Background: an optimization exercise with open tools, aiming at small area, a short achievable clock period and few clock cycles. Do not read the settings as production practice. Function was checked by simulation only, so behaviour that the tests miss may differ from the original. Power and IR drop assume default switching activity.

== north ==
==> flow/design.v <==
module JAM (
input CLK,
input RST,
output reg [2:0] W,
output reg [2:0] J,
input [6:0] Cost,
output [3:0] MatchCount,
output [9:0] MinCost,
output reg Valid );
localparam K_INIT  = 2'd0,
           K_U     = 2'd1,
           K_RELAX = 2'd2,
           K_TIGHT = 2'd3;
integer q;
function lt9(input [8:0] a, input [8:0] b);
	integer n, m;
	reg t;
	begin
		lt9 = 1'b0;
		for (n = 0; n < 9; n = n + 1) begin
			t = ~a[n] & b[n];
			for (m = n + 1; m < 9; m = m + 1) t = t & ~(a[m] ^ b[m]);
			lt9 = lt9 | t;
		end
	end
endfunction
function [8:0] add9(input [8:0] a, input [8:0] b);
	reg [8:0] g, p, gg, pp, g2, p2;
	integer n, d;
	begin
		g = a & b; p = a ^ b;
		gg = g; pp = p;
		for (d = 1; d < 9; d = d * 2) begin
			g2 = gg; p2 = pp;
			for (n = d; n < 9; n = n + 1) begin
				g2[n] = gg[n] | (pp[n] & gg[n - d]);
				p2[n] = pp[n] & pp[n - d];
			end
			gg = g2; pp = p2;
		end
		add9 = p ^ {gg[7:0], 1'b0};
	end
endfunction
function [8:0] add9c(input [8:0] a, input [8:0] b, input ci);
	reg [8:0] g, p, gg, pp, g2, p2;
	integer n, d;
	begin
		g = a & b; p = a ^ b;
		gg = g; gg[0] = g[0] | (p[0] & ci);
		pp = p;
		for (d = 1; d < 9; d = d * 2) begin
			g2 = gg; p2 = pp;
			for (n = d; n < 9; n = n + 1) begin
				g2[n] = gg[n] | (pp[n] & gg[n - d]);
				p2[n] = pp[n] & pp[n - d];
			end
			gg = g2; pp = p2;
		end
		add9c = p ^ {gg[7:0], ci};
	end
endfunction
function [7:0] low8(input [7:0] a);
	integer n;
	reg seen;
	begin
		seen = 1'b0;
		for (n = 0; n < 8; n = n + 1) begin
			low8[n] = a[n] & ~seen;
			seen = seen | a[n];
		end
	end
endfunction
function [2:0] enc8(input [7:0] a);
	enc8 = {a[4] | a[5] | a[6] | a[7], a[2] | a[3] | a[6] | a[7], a[1] | a[3] | a[5] | a[7]};
endfunction
reg s_init, s_wait, s_sel, s_relax, s_aug, s_tight, s_dfs;
reg [2:0] i;           
reg [2:0] r;           
reg [7:0] ac;          
reg       wt;          
reg       fin;         
reg       upd1;        
reg [7:0] dst  [0:7];  
reg [2:0] way  [0:7];  
reg [7:0] nv   [0:7];  
reg [2:0] mrow [0:7];  
reg [7:0] matched;
reg [7:0] vis;         
reg [7:0] cur;         
reg [7:0] rest;        
reg       rfirst;
reg [2:0] js;          
reg [7:0] D;           
reg [8:0] DN;          
reg [8:0] K;           
reg [9:0] total;
reg [8:0] RM;          
reg [2:0] RJ;
reg [7:0] TM;          
reg       a_v, p1_v, p2_v;
reg [1:0] a_k, p1_k, p2_k;
reg [7:0] a_c, p1_c, p2_c;  
reg       a_f, p1_f, p2_f;  
reg       a_l, p1_l, p2_l;  
reg [7:0] NV1;         
reg [7:0] NV2;
reg [7:0] RNV;         
reg [2:0] RW;          
reg [2:0] MR2;         
reg [8:0] KX;          
reg [8:0] X;
reg [7:0] DD;
reg       UPD;         
reg [2:0] k;
reg [7:0] crow;        
reg [7:0] skip;
reg [3:0] cnt;
assign MinCost = total;
assign MatchCount = cnt;
wire [2:0] acb = enc8(ac);
wire [2:0] curb = enc8(cur);
reg [7:0] rjo;
always @(*) for (q = 0; q < 8; q = q + 1) rjo[q] = (RJ == q);
always @(*) begin
	a_v = 1'b0; a_k = K_INIT; a_c = ac; a_f = ac[0]; a_l = ac[7];
	W = s_tight ? r : i; J = acb;
	if (s_init) a_v = 1'b1;
	if (s_sel) begin
		W = RW; J = RJ;
		a_v = matched[RJ]; a_k = K_U; a_c = rjo;
	end
	if (s_relax) begin
		W = r; J = curb;
		a_v = 1'b1; a_k = K_RELAX; a_c = cur; a_f = rfirst; a_l = (rest == 8'd0);
	end
	if (s_tight) begin
		a_v = 1'b1; a_k = K_TIGHT;
	end
end
reg [7:0] nva;
always @(*) begin
	nva = 8'd0;
	for (q = 0; q < 8; q = q + 1) if (a_c[q]) nva = nva | nv[q];
end
reg [7:0] dd1;
always @(*) begin
	dd1 = 8'd0;
	for (q = 0; q < 8; q = q + 1) if (p1_c[q]) dd1 = dd1 | dst[q];
end
wire [7:0] nvs = RNV;
reg [2:0] mr1;
always @(*) begin
	mr1 = 3'd0;
	for (q = 0; q < 8; q = q + 1) if (p1_c[q]) mr1 = mr1 | mrow[q];
end
wire [8:0] o1 = {2'b00, Cost};
wire [8:0] o2 = {1'b0, NV1};
wire [8:0] o3 = KX;
wire [8:0] cs_s = o1 ^ o2 ^ o3;
wire [8:0] cs_c = {(o1[7:0] & o2[7:0]) | (o1[7:0] & o3[7:0]) | (o2[7:0] & o3[7:0]), 1'b0};
wire [8:0] x1 = add9(cs_s, cs_c);
wire [8:0] kn = add9c(DN, {2'b11, ~Cost}, 1'b1);
wire xlt = lt9(X, RM);
wire xeq = X == RM;
wire dlt = lt9({1'b0, DD}, RM);
wire rkeep = p2_k == K_RELAX && !UPD;
wire [8:0] cand = rkeep ? {1'b0, DD} : X;
wire better = p2_f || (rkeep ? dlt : xlt);
wire wr2 = p2_v && (p2_k == K_INIT || (p2_k == K_RELAX && UPD));
wire [7:0] cnd = crow & ~vis & ~skip;
wire [7:0] coh = low8(cnd);
reg [7:0] koh, kge;
always @(*) for (q = 0; q < 8; q = q + 1) begin koh[q] = (k == q); kge[q] = (q >= k); end
reg dead;
always @(*) begin
	dead = 1'b0;
	for (q = 0; q < 8; q = q + 1) if (kge[q] && (dst[q] & ~vis) == 8'd0) dead = 1'b1;
end
wire [2:0] km1 = k - 3'd1;
wire [2:0] kp1 = k + 3'd1;
wire [2:0] rm1 = r - 3'd1;
wire [2:0] bsel = way[km1];
reg [7:0] bo, ble;
always @(*) begin
	for (q = 0; q < 8; q = q + 1) begin
		bo[q] = (bsel == q);
		ble[q] = (q <= bsel);
	end
end
wire [2:0] ar = way[js];
reg [2:0] aprev;
always @(*) begin
	aprev = 3'd0;
	for (q = 0; q < 8; q = q + 1) if (matched[q] && mrow[q] == ar) aprev = aprev | q[2:0];
end
wire [7:0] unv = ~(vis | rjo);
wire [8:0] dns = add9c({1'b0, RM[7:0]}, {1'b1, ~nvs}, 1'b1);
wire [8:0] snd = add9c({1'b0, nvs}, {1'b1, ~RM[7:0]}, 1'b1);
wire [7:0] unv1 = low8(unv);
wire [7:0] rest1 = low8(rest);
always @(posedge CLK) begin
	p1_v <= a_v & ~RST; p1_k <= a_k; p1_c <= a_c; p1_f <= a_f; p1_l <= a_l;
	p2_v <= p1_v & ~RST; p2_k <= p1_k; p2_c <= p1_c; p2_f <= p1_f; p2_l <= p1_l;
	NV1 <= (s_init && i == 3'd0) ? 8'd0 : nva;
	X <= x1;
	NV2 <= NV1;
	MR2 <= mr1;
	DD <= dd1;
	UPD <= lt9(x1, {1'b0, dd1});
	if (p1_v && p1_k == K_U) K <= kn;
	KX <= (a_k == K_RELAX) ? ((p1_v && p1_k == K_U) ? kn : K) : 9'd0;
	if (p2_v) begin
		if (p2_k == K_INIT || p2_k == K_RELAX) begin
			if (better) begin RM <= cand; RJ <= enc8(p2_c); RNV <= NV2; RW <= MR2; end
		end
		if (p2_k == K_TIGHT) begin
			if (p2_f || xlt) begin RM <= X; TM <= p2_c; end
			else if (xeq) TM <= TM | p2_c;
		end
	end
	for (q = 0; q < 8; q = q + 1)
		if (wr2 && p2_c[q]) begin
			dst[q] <= X[7:0];
			way[q] <= (p2_k == K_INIT) ? i : r;
		end
	if (p2_v && p2_k == K_TIGHT && p2_l) dst[rm1] <= xlt ? p2_c : (xeq ? (TM | p2_c) : TM);
	if (RST) begin
		s_init <= 1'b1; s_wait <= 1'b0; s_sel <= 1'b0; s_relax <= 1'b0;
		s_aug <= 1'b0; s_tight <= 1'b0; s_dfs <= 1'b0;
		i <= 3'd0;
		ac <= 8'd1;
		matched <= 8'd0;
		fin <= 1'b0;
		total <= 10'd0;
		Valid <= 1'b0;
	end
	else begin
		if (s_init) begin
			if (i == 3'd0) for (q = 0; q < 8; q = q + 1) if (ac[q]) nv[q] <= 8'd0;
			vis <= 8'd0;
			ac <= {ac[6:0], ac[7]};
			if (ac[7]) begin s_init <= 1'b0; s_wait <= 1'b1; wt <= 1'b0; end
		end
		if (s_wait) begin
			wt <= 1'b1;
			if (wt) begin
				s_wait <= 1'b0;
				if (fin) begin
					k <= 3'd0;
					crow <= dst[0];
					vis <= 8'd0;
					skip <= 8'd0;
					cnt <= 4'd0;
					s_dfs <= 1'b1;
				end
				else s_sel <= 1'b1;
			end
		end
		if (s_sel) begin
			js <= RJ;
			D <= RM[7:0];
			DN <= dns;
			dst[RJ] <= snd[7:0];
			r <= RW;
			vis[RJ] <= 1'b1;
			cur <= unv1;
			rest <= unv & ~unv1;
			rfirst <= 1'b1;
			s_sel <= 1'b0;
			if (matched[RJ]) s_relax <= 1'b1;
			else begin
				total <= total + {2'b00, RM[7:0]};
				upd1 <= 1'b1;
				s_aug <= 1'b1;
			end
		end
		if (s_relax) begin
			rfirst <= 1'b0;
			cur <= rest1;
			rest <= rest & ~rest1;
			if (rest == 8'd0) begin s_relax <= 1'b0; s_wait <= 1'b1; wt <= 1'b0; end
		end
		if (s_aug) begin
			upd1 <= 1'b0;
			if (upd1) for (q = 0; q < 8; q = q + 1) if (vis[q]) nv[q] <= add9({1'b0, dst[q]}, {1'b0, D});
			mrow[js] <= ar;
			matched[js] <= 1'b1;
			if (ar == i) begin
				i <= i + 3'd1;
				ac <= 8'd1;
				r <= 3'd0;
				s_aug <= 1'b0;
				if (i == 3'd7) s_tight <= 1'b1; else s_init <= 1'b1;
			end
			else js <= aprev;
		end
		if (s_tight) begin
			ac <= {ac[6:0], ac[7]};
			if (ac[7]) begin
				r <= r + 3'd1;
				if (r == 3'd7) begin s_tight <= 1'b0; s_wait <= 1'b1; wt <= 1'b0; fin <= 1'b1; end
			end
		end
		if (s_dfs) begin
			if (dead || cnd == 8'd0 || k == 3'd7) begin
				if (!dead && cnd != 8'd0) cnt <= cnt + 4'd1;
				if (k == 3'd0) begin s_dfs <= 1'b0; Valid <= 1'b1; end
				else begin
					k <= km1;
					crow <= dst[km1];
					vis <= vis & ~bo;
					skip <= ble;
				end
			end
			else begin
				way[k] <= enc8(coh);
				vis <= vis | coh;
				k <= kp1;
				crow <= dst[kp1];
				skip <= 8'd0;
			end
		end
	end
end
endmodule
make LEC_CHECK=0 CAP_MARGIN=20 CORE_MARGIN=2 CORE_UTILIZATION=40 SLEW_MARGIN=20 finish   # period 4.0 ns
run.sh (not shown) runs the stock make flow with config.mk's settings and CLKGATE_MAP_FILE= SYNTH_SCRIPT=/design/flow/synth_recipe.tcl, a recipe that flattens the netlist after the stock synthesis.
Having completed the whole flow, north delivered a layout that passed the timing, DRC and antenna checks.
Testbench counts of north, summed over its fixed seeds: cycles 6,321.
The inputs of south differ from those of north as listed below.
--- a/flow/design.v
+++ b/flow/design.v
@@ -105,9 +105,6 @@
 reg [7:0] NV1;         
 reg [7:0] NV2;
 reg [7:0] RNV;         
-reg [2:0] RW;          
-reg [2:0] MR2;         
-reg [8:0] KX;          
 reg [8:0] X;
 reg [7:0] DD;
 reg       UPD;         
@@ -126,7 +123,7 @@
 	W = s_tight ? r : i; J = acb;
 	if (s_init) a_v = 1'b1;
 	if (s_sel) begin
-		W = RW; J = RJ;
+		W = mrow[RJ]; J = RJ;
 		a_v = matched[RJ]; a_k = K_U; a_c = rjo;
 	end
 	if (s_relax) begin
@@ -148,18 +145,12 @@
 	for (q = 0; q < 8; q = q + 1) if (p1_c[q]) dd1 = dd1 | dst[q];
 end
 wire [7:0] nvs = RNV;
-reg [2:0] mr1;
-always @(*) begin
-	mr1 = 3'd0;
-	for (q = 0; q < 8; q = q + 1) if (p1_c[q]) mr1 = mr1 | mrow[q];
-end
 wire [8:0] o1 = {2'b00, Cost};
 wire [8:0] o2 = {1'b0, NV1};
-wire [8:0] o3 = KX;
+wire [8:0] o3 = (p1_k == K_RELAX) ? K : 9'd0;
 wire [8:0] cs_s = o1 ^ o2 ^ o3;
 wire [8:0] cs_c = {(o1[7:0] & o2[7:0]) | (o1[7:0] & o3[7:0]) | (o2[7:0] & o3[7:0]), 1'b0};
 wire [8:0] x1 = add9(cs_s, cs_c);
-wire [8:0] kn = add9c(DN, {2'b11, ~Cost}, 1'b1);
 wire xlt = lt9(X, RM);
 wire xeq = X == RM;
 wire dlt = lt9({1'b0, DD}, RM);
@@ -204,14 +195,12 @@
 	NV1 <= (s_init && i == 3'd0) ? 8'd0 : nva;
 	X <= x1;
 	NV2 <= NV1;
-	MR2 <= mr1;
 	DD <= dd1;
 	UPD <= lt9(x1, {1'b0, dd1});
-	if (p1_v && p1_k == K_U) K <= kn;
-	KX <= (a_k == K_RELAX) ? ((p1_v && p1_k == K_U) ? kn : K) : 9'd0;
+	if (p1_v && p1_k == K_U) K <= add9c(DN, {2'b11, ~Cost}, 1'b1);
 	if (p2_v) begin
 		if (p2_k == K_INIT || p2_k == K_RELAX) begin
-			if (better) begin RM <= cand; RJ <= enc8(p2_c); RNV <= NV2; RW <= MR2; end
+			if (better) begin RM <= cand; RJ <= enc8(p2_c); RNV <= NV2; end
 		end
 		if (p2_k == K_TIGHT) begin
 			if (p2_f || xlt) begin RM <= X; TM <= p2_c; end
@@ -261,7 +250,7 @@
 			D <= RM[7:0];
 			DN <= dns;
 			dst[RJ] <= snd[7:0];
-			r <= RW;
+			r <= mrow[RJ];
 			vis[RJ] <= 1'b1;
 			cur <= unv1;
 			rest <= unv & ~unv1;
[summary]
- Relative to north, worst setup slack has gone up in south.
- | sequential share of layout area | higher: south |
- Routed metal-1 wirelength came out higher on south than on north.
- On XOR/XNOR share of the synthesized area, south tracks north almost exactly.
- [south] combinational power fell about 9% relative to north
Testbench counts of south, summed over its fixed seeds: cycles 6,321.

[separate check: timing with driven ports]
The flow's constraints put no driver on any port. The routed layouts listed below were extracted and timed again, unchanged, in two steps.
Step 1, drivers: a clkbuf_16 drives CLK and a buf_2 each remaining input, both assumed.
Step 2, shift: input delay + t, output delay - t, t = (earliest + latest rising clock arrival at the registers) / 2. This alone moves slack from input paths to output paths.
Slacks: no drivers / after step 1 / after step 2; pairs: no drivers / after step 1.
| run | t, ns | setup WS [ns] | worst data-port slew with drivers (ns) |
|---|---|---|---|
| north | 0.660 | 0.261 / 0.201 / 0.111 | 0.04 |
| south | 0.653 | 0.344 / 0.281 / -0.037 | 0.03 |
Met with ideal ports but missed after step 2: setup timing in south. The setup slack of south, which loses most, moves by -0.063 ns with the drivers and by -0.381 ns with both steps.
